This is an optimization exercise on Yosys and OpenROAD, whose aim is small area, not a production implementation. Function was checked by simulation only, so behaviour that the tests miss may differ from the original. No driver is modelled on the clock port, so clock power and skew are understated where the tree is cut down; a real chip needs a root buffer or a tree. Power and IR drop assume default switching activity.

==> inputs of run P <==
==> flow/design.v <==
package light_package;
  typedef enum logic[1:0] {red, yellow, green} colors;
endpackage
import light_package ::*;
module traffic_light_controller(
  input         clk, reset,
                e_left_sensor,   
                 e_str_sensor,
                w_left_sensor,
                 w_str_sensor,
                    ns_sensor,
  output light_package::colors e_left_light ,   
                 e_str_light ,
                w_left_light ,
                 w_str_light ,
                    ns_light );
  localparam logic [2:0] MS = 3'b000, ME = 3'b001, MW = 3'b010,
                         ML = 3'b011, MN = 3'b100;
  localparam logic [3:0] PH = 4'd0, PZ = 4'd1, PY = 4'd2, PIDLE = 4'd12;
  logic [2:0] mov, next_mov;
  logic [3:0] ph,  next_ph;
  localparam logic [2:0] MOV_INV = 3'd0;
  localparam logic [3:0] PH_INV  = 4'd15;
  logic [2:0] mov_q;
  logic [3:0] ph_q;
  assign mov = mov_q ^ MOV_INV;
  assign ph  = ph_q  ^ PH_INV;
  always_ff @(posedge clk)
    if (reset) begin
      mov_q <= MN ^ MOV_INV;
      ph_q  <= PH ^ PH_INV;
    end else begin
      mov_q <= next_mov ^ MOV_INV;
      ph_q  <= next_ph ^ PH_INV;
    end
  wire el = e_left_sensor, es = e_str_sensor, wl = w_left_sensor,
       ws = w_str_sensor,  ns = ns_sensor;
  wire sx = es | ws, ex = el | es, wx = wl | ws, lx = el | wl, nx = ns;
  logic own_all, other_any;
  always_comb begin
    case (mov)
      MS:      own_all = es & ws;
      ME:      own_all = el & es;
      MW:      own_all = wl & ws;
      ML:      own_all = el & wl;
      default: own_all = ns;
    endcase
    other_any = el | es | wl | ws | (ns & (mov != MN));
  end
  always_comb begin
    next_mov = mov;
    next_ph  = ph;
    if (ph == PH) begin
      next_ph = PIDLE;
      case (mov)
        MS:      if (ex) next_mov = ME; else if (wx) next_mov = MW; else if (lx) next_mov = ML; else if (nx) next_mov = MN; else next_ph = PH;
        ME:      if (wx) next_mov = MW; else if (lx) next_mov = ML; else if (nx) next_mov = MN; else if (sx) next_mov = MS; else next_ph = PH;
        MW:      if (lx) next_mov = ML; else if (nx) next_mov = MN; else if (sx) next_mov = MS; else if (ex) next_mov = ME; else next_ph = PH;
        ML:      if (nx) next_mov = MN; else if (sx) next_mov = MS; else if (ex) next_mov = ME; else if (wx) next_mov = MW; else next_ph = PH;
        default: if (sx) next_mov = MS; else if (ex) next_mov = ME; else if (wx) next_mov = MW; else if (lx) next_mov = ML; else next_ph = PH;
      endcase
    end else if (ph == PIDLE) begin
      if (!own_all)       next_ph = 4'd6;    
      else if (other_any) next_ph = 4'd11;   
    end else if (!own_all && ph > 4'd7)
      next_ph = 4'd6;
    else
      next_ph = ph - 4'd1;
  end
  wire g  = ph >= 4'd3;
  wire yz = (ph == PY) || (ph == PZ);
  wire a = mov[0], b = mov[1], n = mov[2];
  assign e_left_light = light_package::colors'({g & a, yz & a});
  assign w_left_light = light_package::colors'({g & b, yz & b});
  assign e_str_light  = light_package::colors'({g & ~b & ~n, yz & ~b & ~n});
  assign w_str_light  = light_package::colors'({g & ~a & ~n, yz & ~a & ~n});
  assign ns_light     = light_package::colors'({g & n, yz & n});
endmodule
==> flow/flow/run.sh <==
#!/bin/bash
# Standard ORFS layout with these changes:
#  - synthesis maps the logic with an area-oriented ABC script (flow/abc.script)
#    in place of ORFS's own, and leaves adders to ABC (no half/full-adder cell
#    extraction); everything else in synthesis is the standard script;
#  - port buffers are sky130_fd_sc_hd__buf_1 cells;
#  - the clock tree is a single buffer (flow/cts_simple.tcl, a buf_2 placed at
#    the flip-flops' centroid) in place of TritonCTS's tree; the rest of the
#    CTS step (repair, placement) is standard.
# Each tool's output goes to synth.log and layout.log here, and ORFS's own
# per-step logs under orfs/logs/.
set -euo pipefail
cd "$(dirname "$0")/.."
W=$PWD
rm -rf "$W/scripts_mod"
cp -r "$FLOW_HOME/scripts" "$W/scripts_mod"
cp "$W/flow/abc.script" "$W/scripts_mod/abc_area.script"
python3 - "$W/scripts_mod/cts.tcl" "$W/flow/cts_simple.tcl" <<'PY'
import sys
p, s = sys.argv[1], sys.argv[2]
t = open(p).read()
old = "log_cmd clock_tree_synthesis {*}$cts_args"
assert old in t
open(p, "w").write(t.replace(old, "source " + s))
PY
export SCRIPTS_DIR="$W/scripts_mod"
export SIMPLE_CTS_BUF=sky130_fd_sc_hd__buf_2
export BUFFER_PORTS_ARGS="-buffer_cell sky130_fd_sc_hd__buf_1"
ADDER_MAP_FILE= ABC_AREA=1 bash standard.sh synth > "$W/synth.log" 2>&1
bash standard.sh > "$W/layout.log" 2>&1
==> flow/flow/abc.script <==
strash
&get -n
&deepsyn -J 100 -S 2
&put
dch
amap
topo
stime -c
==> flow/flow/cts_simple.tcl <==
# Clock tree for a handful of flip-flops: one clock buffer, placed at the
# centroid of the flip-flops, drives every clock pin.
set block [ord::get_db_block]
set sx 0.0; set sy 0.0; set n 0
foreach inst [$block getInsts] {
  if {[string match "sky130_fd_sc_hd__df*" [[$inst getMaster] getName]]} {
    set loc [$inst getLocation]
    set sx [expr {$sx + [lindex $loc 0]}]
    set sy [expr {$sy + [lindex $loc 1]}]
    incr n
  }
}
set dbu [$block getDbUnitsPerMicron]
set x [expr {$sx / $n / $dbu}]
set y [expr {$sy / $n / $dbu}]
puts "simple CTS: $n flip-flops, buffer at $x $y"
insert_buffer -buffer_cell $::env(SIMPLE_CTS_BUF) -net [get_nets clk] -location [list $x $y] -buffer_name clkbuf_root -net_name clk_root
set_propagated_clock [all_clocks]
report_clock_skew
==> flow/standard.sh <==
#!/bin/bash
# synth_recipe.tcl (not shown) runs the flow's synth.tcl, then flattens the netlist and writes it again
# the make line also repeats each setting of config.mk as NAME=value (left out here)
make -C /OpenROAD-flow-scripts/flow DESIGN_CONFIG=/design/flow/config.mk WORK_HOME=/design/flow/orfs CLKGATE_MAP_FILE= SYNTH_SCRIPT=/design/flow/synth_recipe.tcl "${@:-finish}"
==> flow/config.mk <==
export PLATFORM = sky130hd
export DESIGN_NAME = traffic_light_controller
export DESIGN_NICKNAME = traffic_light_controller
export VERILOG_FILES = /design/flow/design.v
export SDC_FILE = /design/flow/constraint.sdc
export NUM_CORES = 4
export LEC_CHECK = 0
export CAP_MARGIN = 20
export CORE_AREA = 2.3 2.72 57.7 57.28
export DIE_AREA = 0 0 60 60
export PLACE_DENSITY = 0.9
export SLEW_MARGIN = 20
==> flow/constraint.sdc <==
create_clock -name core_clock -period 7.0 [get_ports {clk}]
set_input_delay 1.4000 -clock core_clock [delete_from_list [all_inputs] [get_ports {clk}]]
set_output_delay 1.4000 -clock core_clock [all_outputs]
set_load 0.01 [all_outputs]
==> run K: changes against run P <==
--- a/flow/design.v
+++ b/flow/design.v
@@ -17,3 +17,3 @@
   localparam logic [2:0] MS = 3'b000, ME = 3'b001, MW = 3'b010,
-                         ML = 3'b011, MN = 3'b100;
+                         ML = 3'b011, MN = 3'b111;
   localparam logic [3:0] PH = 4'd0, PZ = 4'd1, PY = 4'd2, PIDLE = 4'd12;
@@ -22,3 +22,3 @@
   localparam logic [2:0] MOV_INV = 3'd0;
-  localparam logic [3:0] PH_INV  = 4'd15;
+  localparam logic [3:0] PH_INV  = 4'd9;
   logic [2:0] mov_q;
@@ -72,6 +72,6 @@
   wire a = mov[0], b = mov[1], n = mov[2];
-  assign e_left_light = light_package::colors'({g & a, yz & a});
-  assign w_left_light = light_package::colors'({g & b, yz & b});
-  assign e_str_light  = light_package::colors'({g & ~b & ~n, yz & ~b & ~n});
-  assign w_str_light  = light_package::colors'({g & ~a & ~n, yz & ~a & ~n});
+  assign e_left_light = light_package::colors'({g & a & ~n, yz & a & ~n});
+  assign w_left_light = light_package::colors'({g & b & ~n, yz & b & ~n});
+  assign e_str_light  = light_package::colors'({g & ~b, yz & ~b});
+  assign w_str_light  = light_package::colors'({g & ~a, yz & ~a});
   assign ns_light     = light_package::colors'({g & n, yz & n});
==> flow/flow/run.sh (replaced) <==
#!/bin/bash
# Standard ORFS layout with three changes:
#  - synthesis maps the logic with an area-oriented ABC script (flow/abc.script)
#    in place of ORFS's own; everything else in synthesis is the standard script;
#  - port buffers are sky130_fd_sc_hd__buf_1 cells;
#  - the clock tree is a single buffer (flow/cts_simple.tcl) in place of
#    TritonCTS's tree; the rest of the CTS step (repair, placement) is standard.
set -euo pipefail
cd "$(dirname "$0")/.."
W=$PWD
rm -rf "$W/scripts_mod"
cp -r "$FLOW_HOME/scripts" "$W/scripts_mod"
cp "$W/flow/abc.script" "$W/scripts_mod/abc_area.script"
python3 - "$W/scripts_mod/cts.tcl" "$W/flow/cts_simple.tcl" <<'PY'
import sys
p, s = sys.argv[1], sys.argv[2]
t = open(p).read()
old = "log_cmd clock_tree_synthesis {*}$cts_args"
assert old in t
open(p, "w").write(t.replace(old, "source " + s))
PY
export SCRIPTS_DIR="$W/scripts_mod"
export SIMPLE_CTS_BUF=sky130_fd_sc_hd__clkbuf_4
export BUFFER_PORTS_ARGS="-buffer_cell sky130_fd_sc_hd__buf_1"
ADDER_MAP_FILE= ABC_AREA=1 bash standard.sh synth > "$W/synth.log" 2>&1
bash standard.sh > "$W/layout.log" 2>&1
==> flow/flow/abc.script (replaced) <==
strash
&get -n
&deepsyn -J 100 -S 7
&put
dch
amap
topo
stime -c
Settings changed: PLACE_DENSITY 0.9 to default.
==> run A: changes against run P <==
==> flow/design.v, changed modules only <==
module traffic_light_controller(
  input         clk, reset,
                e_left_sensor,   
                 e_str_sensor,
                w_left_sensor,
                 w_str_sensor,
                    ns_sensor,
  output light_package::colors e_left_light ,   
                 e_str_light ,
                w_left_light ,
                 w_str_light ,
                    ns_light );
  localparam logic [2:0] MS = 3'b000, ME = 3'b001, MW = 3'b010,
                         ML = 3'b011, MN = 3'b111;
  localparam logic [3:0] PH = 4'd0, PZ = 4'd1, PY = 4'd2, PIDLE = 4'd12;
  logic [2:0] mov, next_mov;
  logic [3:0] ph,  next_ph;
  always_ff @(posedge clk)
    if (reset) begin
      mov <= MN;
      ph  <= PH;
    end else begin
      mov <= next_mov;
      ph  <= next_ph;
    end
  wire el = e_left_sensor, es = e_str_sensor, wl = w_left_sensor,
       ws = w_str_sensor,  ns = ns_sensor;
  wire sx = es | ws, ex = el | es, wx = wl | ws, lx = el | wl, nx = ns;
  logic own_all, other_any;
  always_comb begin
    case (mov)
      MS:      own_all = es & ws;
      ME:      own_all = el & es;
      MW:      own_all = wl & ws;
      ML:      own_all = el & wl;
      default: own_all = ns;
    endcase
    other_any = el | es | wl | ws | (ns & (mov != MN));
  end
  always_comb begin
    next_mov = mov;
    next_ph  = ph;
    if (ph == PH) begin
      next_ph = PIDLE;
      case (mov)
        MS:      if (ex) next_mov = ME; else if (wx) next_mov = MW; else if (lx) next_mov = ML; else if (nx) next_mov = MN; else next_ph = PH;
        ME:      if (wx) next_mov = MW; else if (lx) next_mov = ML; else if (nx) next_mov = MN; else if (sx) next_mov = MS; else next_ph = PH;
        MW:      if (lx) next_mov = ML; else if (nx) next_mov = MN; else if (sx) next_mov = MS; else if (ex) next_mov = ME; else next_ph = PH;
        ML:      if (nx) next_mov = MN; else if (sx) next_mov = MS; else if (ex) next_mov = ME; else if (wx) next_mov = MW; else next_ph = PH;
        default: if (sx) next_mov = MS; else if (ex) next_mov = ME; else if (wx) next_mov = MW; else if (lx) next_mov = ML; else next_ph = PH;
      endcase
    end else if (ph == PIDLE) begin
      if (!own_all)       next_ph = 4'd6;    
      else if (other_any) next_ph = 4'd11;   
    end else if (!own_all && ph > 4'd7)
      next_ph = 4'd6;
    else
      next_ph = ph - 4'd1;
  end
  wire g  = ph >= 4'd3;
  wire yz = (ph == PY) || (ph == PZ);
  wire a = mov[0], b = mov[1], n = mov[2];
  assign e_left_light = light_package::colors'({g & a & ~n, yz & a & ~n});
  assign w_left_light = light_package::colors'({g & b & ~n, yz & b & ~n});
  assign e_str_light  = light_package::colors'({g & ~b, yz & ~b});
  assign w_str_light  = light_package::colors'({g & ~a, yz & ~a});
  assign ns_light     = light_package::colors'({g & n, yz & n});
endmodule
==> flow/flow/run.sh (replaced) <==
#!/bin/bash
# Standard ORFS layout with two changes:
#  - synthesis maps the logic with an area-oriented ABC script (flow/abc.script)
#    in place of ORFS's own; everything else in synthesis is the standard script;
#  - port buffers are sky130_fd_sc_hd__buf_1 cells.
set -euo pipefail
cd "$(dirname "$0")/.."
W=$PWD
rm -rf "$W/scripts_synth"
cp -r "$FLOW_HOME/scripts" "$W/scripts_synth"
cp "$W/flow/abc.script" "$W/scripts_synth/abc_area.script"
SCRIPTS_DIR="$W/scripts_synth" ABC_AREA=1 bash standard.sh synth > "$W/synth.log" 2>&1
export BUFFER_PORTS_ARGS="-buffer_cell sky130_fd_sc_hd__buf_1"
bash standard.sh > "$W/layout.log" 2>&1
==> flow/flow/abc.script (replaced) <==
strash
&get -n
&deepsyn -T 30
&put
dch
amap
topo
stime -c
Settings changed: CTS_BUF_LIST from default to sky130_fd_sc_hd__clkbuf_1 sky130_fd_sc_hd__clkbuf_2, PLACE_DENSITY 0.9 to default.
removed: flow/flow/cts_simple.tcl
==> out/metrics.csv <==
metric,value,unit
Worst Path Max Fanout,5,
Seq pwr share,0.321,
main combinational cell family by area after synthesis,simple AND/OR/NAND/NOR gates,
post-DP HPWL,899,um
GRT Util Overall,0.0577,
Internal,0.111,mW
placed cells,115,
outcome,"complete, no violations",
Critical Path End,mov_q[2],
GR Layer Usage met2,0.0901,
area of the multi-input gates,238,um^2
-- figures above: run P

==> out/metrics.csv <==
metric,value,unit
GR Layer Usage met2,0.0978,
Critical Path End,w_left_light[0],
Seq pwr share,0.336,
outcome,"complete, no violations",
placed cells,115,
GRT Util Overall,0.0613,
main combinational cell family by area after synthesis,compound AO/OA/AOI/OAI gates,
-- figures above: run K

==> out/metrics.csv <==
metric,value,unit
placed cells,129,
Internal,0.134,mW
outcome,"complete, no violations",
Critical Path End,e_left_light[0],
Seq pwr share,0.309,
-- figures above: run A

The clock cells of run P and run K come from the design's own scripts or RTL, not from TritonCTS.

## what the ideal ports hide
Ports are ideal in the flow. The routed layouts listed here were re-timed in OpenROAD.
Step 1 assumes that a clkbuf_16 drives the clock port and a buf_2 every other input.
Step 2, shift: input delay + t, output delay - t, t = (earliest + latest rising clock arrival at the registers) / 2. This alone moves slack from input paths to output paths.
Slacks: ideal ports / drivers / drivers and shift; pairs: ideal ports / drivers.
run | t (ns) | setup slack, ns | slew at the worst register clock pin (ns) | cell pins on the clock port's net
run P | 0.162 | 4.063 / 4.064 / 3.902 | 0.11 / 0.11 | 1
run K | 0.157 | 3.826 / 3.807 / 3.964 | 0.07 / 0.07 | 1
run A | 0.254 | 3.999 / 3.977 / 4.028 | 0.08 / 0.08 | 1
After both steps every run listed still meets setup and hold. The setup slack of run P, which loses most, moves by +0.001 ns with the drivers and by -0.161 ns with both steps.
